This design comes from an exercise in tuning for a short achievable clock period and few clock cycles on the open sky130 flow, not from production work. Only simulation tests tie the RTL to the original design; equivalence was not proved. The clock port is modelled as an ideal driver; clocking choices that lean on that would not hold on a real chip. No activity file was given, so power comes from the tool's default toggle rates.

==> inputs of job 396 <==
Design MIPS_TOP, start of the top module:
module MIPS_TOP (
   input  wire        clk,
   input  wire        rst,
   output wire [31:0] imem_addr,
   input  wire [31:0] imem_rdata,
   output wire [31:0] dmem_addr,
   output wire [31:0] dmem_wdata,
   output wire        dmem_we,
   input  wire [31:0] dmem_rdata
);
==> flow/config.mk <==
export PLATFORM = sky130hd
export DESIGN_NAME = MIPS_TOP
export DESIGN_NICKNAME = MIPS_TOP
export VERILOG_FILES = /design/flow/design.v
export SDC_FILE = /design/flow/constraint.sdc
export NUM_CORES = 8
export LEC_CHECK = 0
export CAP_MARGIN = 30
export CORE_MARGIN = 2
export CORE_UTILIZATION = 35
export PLACE_DENSITY = 0.5
export SETUP_SLACK_MARGIN = 5
export SLEW_MARGIN = 30
==> flow/constraint.sdc <==
create_clock -name core_clock -period 10.5 [get_ports {clk}]
set_input_delay 2.1000 -clock core_clock [delete_from_list [all_inputs] [get_ports {clk}]]
set_output_delay 2.1000 -clock core_clock [all_outputs]
set_load 0.01 [all_outputs]
standard.sh (not shown) runs the stock make flow with config.mk's settings and CLKGATE_MAP_FILE= SYNTH_SCRIPT=/design/flow/synth_recipe.tcl, a recipe that flattens the netlist after the stock synthesis.
==> flow/flow/run.sh <==
#!/bin/bash
set -o pipefail
here=$(pwd)
export MY_ABC_SCRIPT="$here/flow/map.abc"
bash standard.sh SYNTH_SCRIPT="$here/flow/synth.tcl" ADDER_MAP_FILE= \
  SETUP_SLACK_MARGIN=7.4 POST_CTS_TCL="$here/flow/cts_post.tcl" \
  MAX_REPAIR_ANTENNAS_ITER_DRT=10 \
  finish > standard_flow.log 2>&1
==> flow/flow/cts_post.tcl <==
set block [ord::get_db_block]
set clk [$block findNet clk]
set iterms [$clk getITerms]
if {[llength $iterms] == 1} {
  set root [[lindex $iterms 0] getInst]
  set out ""
  foreach it [$root getITerms] {
    if {[$it isOutputSignal]} { set out [$it getNet] }
  }
  set sinks {}
  foreach it [$out getITerms] {
    if {[$it getInst] ne $root} { lappend sinks $it }
  }
  puts "clock root [$root getName] drives [llength $sinks] pins"
  if {[llength $sinks] <= 4 && [llength [$out getBTerms]] == 0} {
    foreach it $sinks {
      $it disconnect
      $it connect $clk
    }
    odb::dbInst_destroy $root
    odb::dbNet_destroy $out
    puts "clock root buffer removed"
    estimate_parasitics -placement
    repair_timing_helper
    detailed_placement
    check_placement -verbose
  }
}
==> flow/flow/map.abc <==
strash
dch -f
map -D 800
buffer -c
upsize -D 800
dnsize -D 800
stime -p
==> flow/flow/synth.tcl <==
# The standard flow's synthesis script (synth_recipe.tcl) with one change: the final ABC
# technology mapping in ORFS's synth.tcl uses flow/map.abc (delay-driven
# "map") instead of ORFS's abc_speed script. Registers are not affected.
proc synth {args} { yosys synth -nofsm -noshare {*}$args }
proc abc {args} {
  set i [lsearch -exact $args -script]
  if {$i >= 0} { set args [lreplace $args $i [expr {$i + 1}] -script $::env(MY_ABC_SCRIPT)] }
  yosys abc {*}$args
}
source $::env(SCRIPTS_DIR)/synth.tcl
# left out here: clear keep_hierarchy, flatten, clean up, hide names made inside functions, write 1_2_yosys.v
==> inputs of job 7125, as changes to job 396 <==
--- a/flow/design.v
+++ b/flow/design.v
@@ -33,11 +33,11 @@
   reg         w_wk;
   reg  [4:0]  w_rd;
   reg  [31:0] w2_res;       
   reg         d_fa, d_fb;   
   reg         d_sb;         
-  reg  [4:0]  d_sb_k;
+  reg  [1:0]  d_sb_k;       
   reg         d_sb_dep;
   reg         d_sb_pt;      
   reg  [9:0]  d_sb_alt;     
   reg         x_wen;        
   reg  [4:0]  x_rd;
@@ -66,27 +66,27 @@
   reg  [NF-1:0] ft_full;    
   reg  [NF-1:0] ft_dep;     
   reg  [9:0]    ft_tag [0:NF-1];
   reg  [9:0]    ft_tt  [0:NF-1];    
   reg  [9:0]    ft_nt  [0:NF-1];    
-  reg  [4:0]    ft_k   [0:NF-1];    
+  reg  [1:0]    ft_k   [0:NF-1];    
   reg  [1:0]    ft_ctr [0:NF-1];
   reg  [2:0]    ft_ptr;
   reg           ln_v;
   reg  [1:0]    ln_kind;    
   reg  [2:0]    ln_idx;
   reg  [9:0]    ln_tag;
   reg  [31:0]   ln_jtgt;
   reg  [31:0]   ln_bpc4;
   reg  [15:0]   ln_imm;
-  reg  [4:0]    ln_k;
+  reg  [1:0]    ln_k;
   reg           ln_dep;
   reg           lw_v, lw_new, lw_sb;
   reg  [1:0]    lw_kind;
   reg  [2:0]    lw_idx;
   reg  [9:0]    lw_tag, lw_tt, lw_nt;
-  reg  [4:0]    lw_k;
+  reg  [1:0]    lw_k;
   reg           lw_dep;
   reg           up_v, up_tk;    
   reg  [9:0]    up_tag;
   wire [31:0] sum  = x_a + x_b;
   wire [31:0] diff = x_a - x_b;
@@ -167,13 +167,11 @@
                        ({32{d_ha[2]}} & ai_c2) | ({32{d_ha[3]}} & ai_c3);
   wire [31:0] a_next = d_fa ? x_res : ra;
   wire [31:0] b_fwd  = d_fb ? x_res : rb;
   wire [31:0] b_next = is_addi ? imm : b_fwd;
   wire [31:0] d_tgt  = d_pc4 + {imm[29:0], 2'b00};
-  wire [31:0] sb_rk  = (d_sb_k == 5'd0) ? 32'd0 :
-                       (x_wk && x_rd == d_sb_k) ? x_res :
-                       (w_wk && w_rd == d_sb_k) ? w_res : rf[d_sb_k];
+  wire [31:0] sb_rk  = (d_sb_k == 2'd0) ? 32'd0 : (d_sb_k == 2'd1) ? a_next : b_fwd;
   wire        x_as   = (x_aluop[0] | x_aluop[1]) && !x_lw;
   wire [31:0] as_b   = x_aluop[1] ? ~x_b : x_b;
   wire [31:0] cs_s   = x_a ^ as_b ^ imm;
   wire [31:0] cs_c   = (x_a & as_b) | (x_a & imm) | (as_b & imm);
   wire [31:0] addr_x = cs_s + {cs_c[30:0], x_aluop[1]};
@@ -205,21 +203,21 @@
   wire pc_lo = pc[31:12] == 20'd0;
   reg  [NF-1:0] hit;
   reg  [2:0]    h_idx;
   reg           h_sb, h_full, h_pt;
   reg  [9:0]    h_tt, h_nt;
-  reg  [4:0]    h_k;
+  reg  [1:0]    h_k;
   reg           h_dep;
   integer j;
   always @* begin
     h_idx  = 3'd0;
     h_sb   = 1'b0;
     h_full = 1'b0;
     h_pt   = 1'b0;
     h_tt   = 10'd0;
     h_nt   = 10'd0;
-    h_k    = 5'd0;
+    h_k    = 2'd0;
     h_dep  = 1'b0;
     for (j = 0; j < NF; j = j + 1) begin
       hit[j] = ft_v[j] && ft_tag[j] == pc[11:2];    
       if (hit[j]) begin
         h_idx  = h_idx | j[2:0];
@@ -239,11 +237,14 @@
                         djump ? d_jtgt : redo ? d_pc : pc_tab;
   wire lrn_ok = (src_seq || src_ent) && dv && !d_isj;
   wire lrn_j  = lrn_ok && f_j  && (src_seq || (src_sb && !src_full));
   wire wr_rs  = wreg && dest == f_rs;       
   wire wr_rt  = wreg && dest == f_rt;
-  wire b_fold = f_rs != f_rt &&
+  wire [4:0] kreg = wr_rs ? f_rt : wr_rt ? f_rs : (f_rs == 5'd0) ? f_rt : f_rs;
+  wire [1:0] ksel = (kreg == 5'd0) ? 2'd0 : (kreg == rs) ? 2'd1 :
+                    (is_r && kreg == rt) ? 2'd2 : 2'd3;
+  wire b_fold = f_rs != f_rt && ksel != 2'd3 &&
                 !(is_lw && (wr_rs || wr_rt) && f_rs != 5'd0 && f_rt != 5'd0) &&
                 (f_rs == 5'd0 || f_rt == 5'd0 || wr_rs || wr_rt);
   wire lrn_b  = lrn_ok && f_beq && !d_isbeq && b_fold &&
                 (src_seq || (!src_sb && !src_full));
   wire [1:0] lrn_kind = src_seq ? (f_j ? 2'd0 : 2'd1) : (f_j ? 2'd2 : 2'd3);
@@ -312,11 +313,11 @@
       w_wk   <= x_wk;
       for (i = 1; i < 32; i = i + 1)
         if (w_wsel[i]) rf[i] <= w_res;
       ln_v <= lrn_j || lrn_b;
       lw_v <= wr_new || wr_jb || wr_bj;
-      if (wr_new) ft_ptr <= ft_ptr + 3'd1;
+      if (ln_v && !ln_kind[1]) ft_ptr <= ft_ptr + 3'd1;
       if (lw_v) begin
         ft_v[lw_idx]    <= 1'b1;
         ft_sb[lw_idx]   <= lw_sb;
         ft_full[lw_idx] <= !lw_new;
       end
@@ -371,16 +372,16 @@
     ln_idx  <= src_idx;
     ln_tag  <= pc_prev[11:2];
     ln_jtgt <= f_jtgt;
     ln_bpc4 <= pc4;
     ln_imm  <= imem_rdata[15:0];
-    ln_k    <= wr_rs ? f_rt : wr_rt ? f_rs : (f_rs == 5'd0) ? f_rt : f_rs;
+    ln_k    <= ksel;
     ln_dep  <= wr_rs || wr_rt;
     lw_new  <= wr_new;
     lw_sb   <= ln_kind != 2'd0;
     lw_kind <= ln_kind;
-    lw_idx  <= wr_new ? ft_ptr : ln_idx;
+    lw_idx  <= !ln_kind[1] ? ft_ptr : ln_idx;
     lw_tag  <= ln_tag;
     lw_nt   <= (ln_kind == 2'd0 || ln_kind == 2'd2) ? ln_jtgt[11:2]
                                                     : ln_bpc4[11:2];
     lw_tt   <= ln_btgt[11:2];
     lw_k    <= ln_k;
==> inputs of job 623, as changes to job 396 <==
--- a/flow/design.v
+++ b/flow/design.v
@@ -26,10 +26,11 @@
   reg  [31:0] d_ca [0:3];   
   reg  [31:0] d_cb [0:3];   
   reg  [3:0]  d_ha, d_hb;   
   reg         d_wa, d_wb;   
   reg         d_w2a, d_w2b;  
+  reg         d_bub;        
   reg  [31:0] w_res;        
   reg  [31:1] w_wsel;       
   reg         w_wk;
   reg  [4:0]  w_rd;
   reg  [31:0] w2_res;       
@@ -48,15 +49,10 @@
   reg  [31:0] x_a, x_b;
   reg  [31:0] x_addr;
   reg  [31:0] x_wd;
   reg  [31:0] x_pc;
   reg         x_kill;       
-  reg         x_sb_ld;      
-  reg         l_chk;        
-  reg         l_z;          
-  reg         l_pt;         
-  reg  [31:0] l_tgt;        
   reg         x_beq;        
   reg  [31:0] x_tgt;        
   reg         x_sb;         
   reg         x_sb_pt, x_sb_dep;
   reg  [31:0] x_sk;         
@@ -95,13 +91,11 @@
                    | ({32{x_aluop[1]}} & diff)
                    | ({32{x_aluop[2]}} & (x_a & x_b))
                    | ({32{x_aluop[3]}} & (x_a | x_b))
                    | {31'b0, x_aluop[4] & slt};
   wire [31:0] x_res = x_lw ? dmem_rdata : alu;
-  wire        lredir = l_chk && (l_z != l_pt);
-  wire        xk     = x_kill || lredir;
-  wire        x_wk  = x_wen && !xk;
+  wire        x_wk  = x_wen && !x_kill;
   assign dmem_addr  = x_addr;
   assign dmem_wdata = x_wd;
   assign dmem_we    = x_we;
   wire [31:0] bn    = ~x_b;
   wire [31:0] x_and = x_a & x_b;
@@ -127,14 +121,12 @@
     end
   endfunction
   wire        s_eqx   = eqx(x_sk, x_and, x_or, x_xor, s_and, s_or, s_xor,
                             slt, x_aluop);
   wire        s_taken = x_sb_dep ? s_eqx : (x_sk == 32'd0);
-  wire        xredir  = !xk &&
-                        (x_sb ? (!x_sb_ld && s_taken != x_sb_pt)
-                              : (x_beq && x_a == x_b));
-  wire        kredir  = xredir || lredir;    
+  wire        xredir  = !x_kill &&
+                        (x_sb ? (s_taken != x_sb_pt) : (x_beq && x_a == x_b));
   wire [5:0]  op    = d_ir[31:26];
   wire [4:0]  rs    = d_ir[25:21];
   wire [4:0]  rt    = d_ir[20:16];
   wire [4:0]  rdf   = d_ir[15:11];
   wire [5:0]  funct = d_ir[5:0];
@@ -175,20 +167,16 @@
   wire        x_as   = (x_aluop[0] | x_aluop[1]) && !x_lw;
   wire [31:0] as_b   = x_aluop[1] ? ~x_b : x_b;
   wire [31:0] cs_s   = x_a ^ as_b ^ imm;
   wire [31:0] cs_c   = (x_a & as_b) | (x_a & imm) | (as_b & imm);
   wire [31:0] addr_x = cs_s + {cs_c[30:0], x_aluop[1]};
-  wire [11:0] addr_l = dmem_rdata[11:0] + imm[11:0];
-  wire        dv     = d_valid && !flushd;
-  wire        redo   = dv && (((is_lw || is_sw) && d_fa && !x_as &&
-                               !(x_lw && is_lw)) ||
-                              (is_sw && x_sb && x_sb_ld && !xk));
-  wire        go     = dv && !redo && !kredir;
-  wire        go_x   = dv && !redo;
+  wire        dv     = d_valid && !flushd && !d_bub;
+  wire        go     = dv && !xredir;
+  wire        go_x   = dv;
   wire        djump    = dv && d_isj;
   wire [31:0] d_jtgt   = {d_pc4[31:28], d_ir[25:0], 2'b00};
-  wire        redirect = kredir || djump || redo;
+  wire        redirect = xredir || djump;
   wire [31:0] pc4    = pc + 32'd4;
   wire        f_j    = (imem_rdata[31:26] == 6'b000010);
   wire        f_beq  = (imem_rdata[31:26] == 6'b000100);
   wire [31:0] f_jtgt = {pc4[31:28], imem_rdata[25:0], 2'b00};
   wire [4:0]  f_rs   = imem_rdata[25:21];
@@ -218,11 +206,11 @@
     h_tt   = 10'd0;
     h_nt   = 10'd0;
     h_k    = 5'd0;
     h_dep  = 1'b0;
     for (j = 0; j < NF; j = j + 1) begin
-      hit[j] = ft_v[j] && ft_tag[j] == pc[11:2];    
+      hit[j] = ft_v[j] && pc_lo && ft_tag[j] == pc[11:2];
       if (hit[j]) begin
         h_idx  = h_idx | j[2:0];
         h_sb   = h_sb | ft_sb[j];
         h_full = h_full | ft_full[j];
         h_pt   = h_pt | (ft_sb[j] & ft_ctr[j][1]);
@@ -231,20 +219,23 @@
         h_k    = h_k | ft_k[j];
         h_dep  = h_dep | ft_dep[j];
       end
     end
   end
-  wire h_any = |hit && pc_lo;
-  wire [31:0] pc_tab  = h_any ? {20'd0, h_pt ? h_tt : h_nt, 2'b00} : pc4;
-  wire [31:0] pc_next = lredir ? l_tgt : xredir ? x_tgt :
-                        djump ? d_jtgt : redo ? d_pc : pc_tab;
+  wire h_any = |hit;
+  wire        f_lwsw  = imem_rdata[31:26] == 6'b100011 ||
+                        imem_rdata[31:26] == 6'b101011;
+  wire        hold    = f_lwsw && dv && wreg && dest == f_rs &&
+                        !((f_add | f_sub) && !is_lw);
+  wire [31:0] pc_tab  = hold  ? pc :
+                        h_any ? {20'd0, h_pt ? h_tt : h_nt, 2'b00} : pc4;
+  wire [31:0] pc_next = xredir ? x_tgt : djump ? d_jtgt : pc_tab;
   wire lrn_ok = (src_seq || src_ent) && dv && !d_isj;
   wire lrn_j  = lrn_ok && f_j  && (src_seq || (src_sb && !src_full));
   wire wr_rs  = wreg && dest == f_rs;       
   wire wr_rt  = wreg && dest == f_rt;
-  wire b_fold = f_rs != f_rt &&
-                !(is_lw && (wr_rs || wr_rt) && f_rs != 5'd0 && f_rt != 5'd0) &&
+  wire b_fold = f_rs != f_rt && !(is_lw && (wr_rs || wr_rt)) &&
                 (f_rs == 5'd0 || f_rt == 5'd0 || wr_rs || wr_rt);
   wire lrn_b  = lrn_ok && f_beq && !d_isbeq && b_fold &&
                 (src_seq || (!src_sb && !src_full));
   wire [1:0] lrn_kind = src_seq ? (f_j ? 2'd0 : 2'd1) : (f_j ? 2'd2 : 2'd3);
   wire [18:0] ln_btgt = {7'd0, ln_bpc4[11:0]} + {ln_imm[15], ln_imm, 2'b00};
@@ -279,12 +270,12 @@
       x_lw     <= 1'b0;
       x_aluop  <= 5'd0;
       x_sb     <= 1'b0;
       x_beq    <= 1'b0;
       x_kill   <= 1'b0;
-      l_chk    <= 1'b0;
       flushd   <= 1'b0;
+      d_bub    <= 1'b0;
       ft_v     <= {NF{1'b0}};
       ft_sb    <= {NF{1'b0}};
       ft_full  <= {NF{1'b0}};
       ft_ptr   <= 3'd0;
       ln_v     <= 1'b0;
@@ -292,25 +283,27 @@
       for (i = 1; i < 32; i = i + 1) rf[i] <= 32'd0;
       w_wsel   <= 31'd0;
       w_wk     <= 1'b0;
     end else begin
       pc <= pc_next;
-      src_seq <= !h_any;
-      src_ent <= h_any && !h_pt;
-      pc_prev <= pc;
+      if (!hold) begin
+        src_seq <= !h_any;
+        src_ent <= h_any && !h_pt;
+      end
+      if (!hold) pc_prev <= pc;
       flushd <= redirect;
+      d_bub  <= hold;
       d_valid <= 1'b1;
-      d_sb    <= h_sb && pc_lo;
+      d_sb    <= h_sb;
       x_wen   <= go_x && wreg;
       for (i = 1; i < 32; i = i + 1) x_wsel[i] <= go_x && wreg && (dest == i);
       x_lw    <= go_x && is_lw;
       x_aluop <= {f_slt, f_or, f_and, f_sub, f_add};
       x_sb    <= go_x && d_sb;
       x_beq   <= go_x && d_isbeq;
-      x_kill  <= kredir;
-      l_chk   <= x_sb && !xk && x_sb_ld;
-      w_wsel <= xk ? 31'd0 : x_wsel;
+      x_kill  <= xredir;
+      w_wsel <= x_kill ? 31'd0 : x_wsel;
       w_wk   <= x_wk;
       for (i = 1; i < 32; i = i + 1)
         if (w_wsel[i]) rf[i] <= w_res;
       ln_v <= lrn_j || lrn_b;
       lw_v <= wr_new || wr_jb || wr_bj;
@@ -346,28 +339,29 @@
       d_sb_k   <= h_k;
       d_sb_dep <= h_dep;
       d_sb_pt  <= h_pt;
       d_sb_alt <= h_pt ? h_nt : h_tt;
     end
-    src_idx  <= h_idx;
-    src_sb   <= h_sb;
-    src_full <= h_full;
+    if (!hold) begin
+      src_idx  <= h_idx;
+      src_sb   <= h_sb;
+      src_full <= h_full;
+    end
     w_res     <= x_res;
     w_rd      <= x_rd;
     w2_res    <= w_res;
     x_rd      <= dest;
     d_fa      <= go_x && wreg && dest == f_rs;
     d_fb      <= go_x && wreg && dest == f_rt;
     x_a       <= a_next;
     x_b       <= b_next;
-    x_addr    <= !d_fa ? ra_imm : x_lw ? {20'd0, addr_l} : addr_x;
+    x_addr    <= d_fa ? addr_x : ra_imm;
     x_wd      <= b_fwd;
     x_pc      <= d_pc;
     x_sb_pt   <= d_sb_pt;
     x_tgt     <= d_sb ? {20'd0, d_sb_alt, 2'b00} : d_tgt;
     x_sb_dep  <= d_sb_dep;
-    x_sb_ld   <= d_sb_dep && is_lw;
     x_sk      <= sb_rk;
     ln_kind <= lrn_kind;
     ln_idx  <= src_idx;
     ln_tag  <= pc_prev[11:2];
     ln_jtgt <= f_jtgt;
@@ -383,14 +377,11 @@
     lw_nt   <= (ln_kind == 2'd0 || ln_kind == 2'd2) ? ln_jtgt[11:2]
                                                     : ln_bpc4[11:2];
     lw_tt   <= ln_btgt[11:2];
     lw_k    <= ln_k;
     lw_dep  <= ln_dep;
-    up_v   <= x_sb && !xk && !x_sb_ld && x_lo;
-    l_z    <= dmem_rdata == 32'd0;
-    l_pt   <= x_sb_pt;
-    l_tgt  <= x_tgt;
+    up_v   <= x_sb && !x_kill && x_lo;
     up_tk  <= s_taken;
     up_tag <= x_pc[11:2];
     for (i = 0; i < NF; i = i + 1)
       if (up_v && ft_v[i] && ft_sb[i] && ft_tag[i] == up_tag)
         ft_ctr[i] <= up_tk ? (ft_ctr[i] == 2'd3 ? 2'd3 : ft_ctr[i] + 2'd1)
==> flow/flow/run.sh (replaced) <==
#!/bin/bash
set -o pipefail
here=$(pwd)
export MY_ABC_SCRIPT="$here/flow/map.abc"
bash standard.sh SYNTH_SCRIPT="$here/flow/synth.tcl" ADDER_MAP_FILE= \
  SETUP_SLACK_MARGIN=7.4 POST_CTS_TCL="$here/flow/cts_post.tcl" \
  finish > standard_flow.log 2>&1
- CORE_UTILIZATION: 35 -> 30
- PLACE_DENSITY: 0.5 -> 0.45
==> results by group <==
Status
  • Status: complete, no violations

Global route
  • Vias in the first global route: about 130k

Power and ir drop
  • Total leakage power: between 60 and 70 nW

Yosys
  • Yosys reg bits: roughly 2,200
  • Synth Instances: roughly 16,000

Timing
  • Slew margin rel.: roughly 20%

Setup path
  • Critical path depth: 17

Finish
  • Most frequent cells in the layout: 2,326 x nand2_1, 1,671 x inv_1, 1,279 x o21ai_0
-- figures above: job 623

==> results by group <==
Status
  • Status: complete, no violations

Timing
  • Slew margin rel.: between 20% and 30%

Finish
  • Most frequent cells in the layout: 2,610 x nand2_1, 1,811 x inv_1, 1,385 x nor2_1, 1,385 x o21ai_0, 1,107 x dfrtp_1

Global route
  • Vias in the first global route: between 100k and 150k

Yosys
  • Yosys reg bits: ~2,300

Power and ir drop
  • Total leakage power: 67.6 nW

Setup path
  • Critical path depth: 11
-- figures above: job 396

==> results by group <==
Timing
  • Slew margin rel.: ~29%

Setup path
  • Critical path depth: 17

Status
  • Status: complete, no violations

Global route
  • Vias in the first global route: ~120k

Finish
  • Most frequent cells in the layout: 2,233 x nand2_1, 1,688 x nor2_1, 1,422 x inv_1

Yosys
  • Synth Instances: 15,300
  • Yosys reg bits: about 2,200

Power and ir drop
  • Total leakage power: 64.7 nW
-- figures above: job 7125

Testbench counts of job 396, summed over its fixed seeds: cycles 47,273.
Testbench counts of job 7125, summed over its fixed seeds: cycles 47,420.
Testbench counts of job 623, summed over its fixed seeds: cycles 47,934.

==> what the ideal ports hide <==
How much do the figures lean on ideal ports? The routed layouts below were timed once more, with nothing changed but the port constraints. Step 1 (the two cells are an assumption about what drives the block):
set clk [get_ports {clk}]
set_driving_cell -lib_cell sky130_fd_sc_hd__clkbuf_16 $clk
set_driving_cell -lib_cell sky130_fd_sc_hd__buf_2 [delete_from_list [all_inputs] $clk]
Step 2, shift: input delay + t, output delay - t, t = (earliest + latest rising clock arrival at the registers) / 2. This alone moves slack from input paths to output paths. a / b / c = ideal ports / drivers / drivers and shift; a / b = the first two.
run	shift t [ns]	setup WS [ns]	worst hold slack (ns)	worst setup path at the end
job 396	0.919	6.877 / 6.878 / 6.341	0.325 / 0.325 / 0.325	input to register
job 7125	0.872	6.684 / 6.684 / 6.215	0.326 / 0.326 / 0.326	input to register
job 623	0.882	7.013 / 6.940 / 6.407	0.322 / 0.322 / 0.322	input to register
After both steps setup and hold are still met in every run listed. For job 623, which loses most, drivers alone change the setup slack by -0.073 ns; drivers and shift together by -0.606 ns.
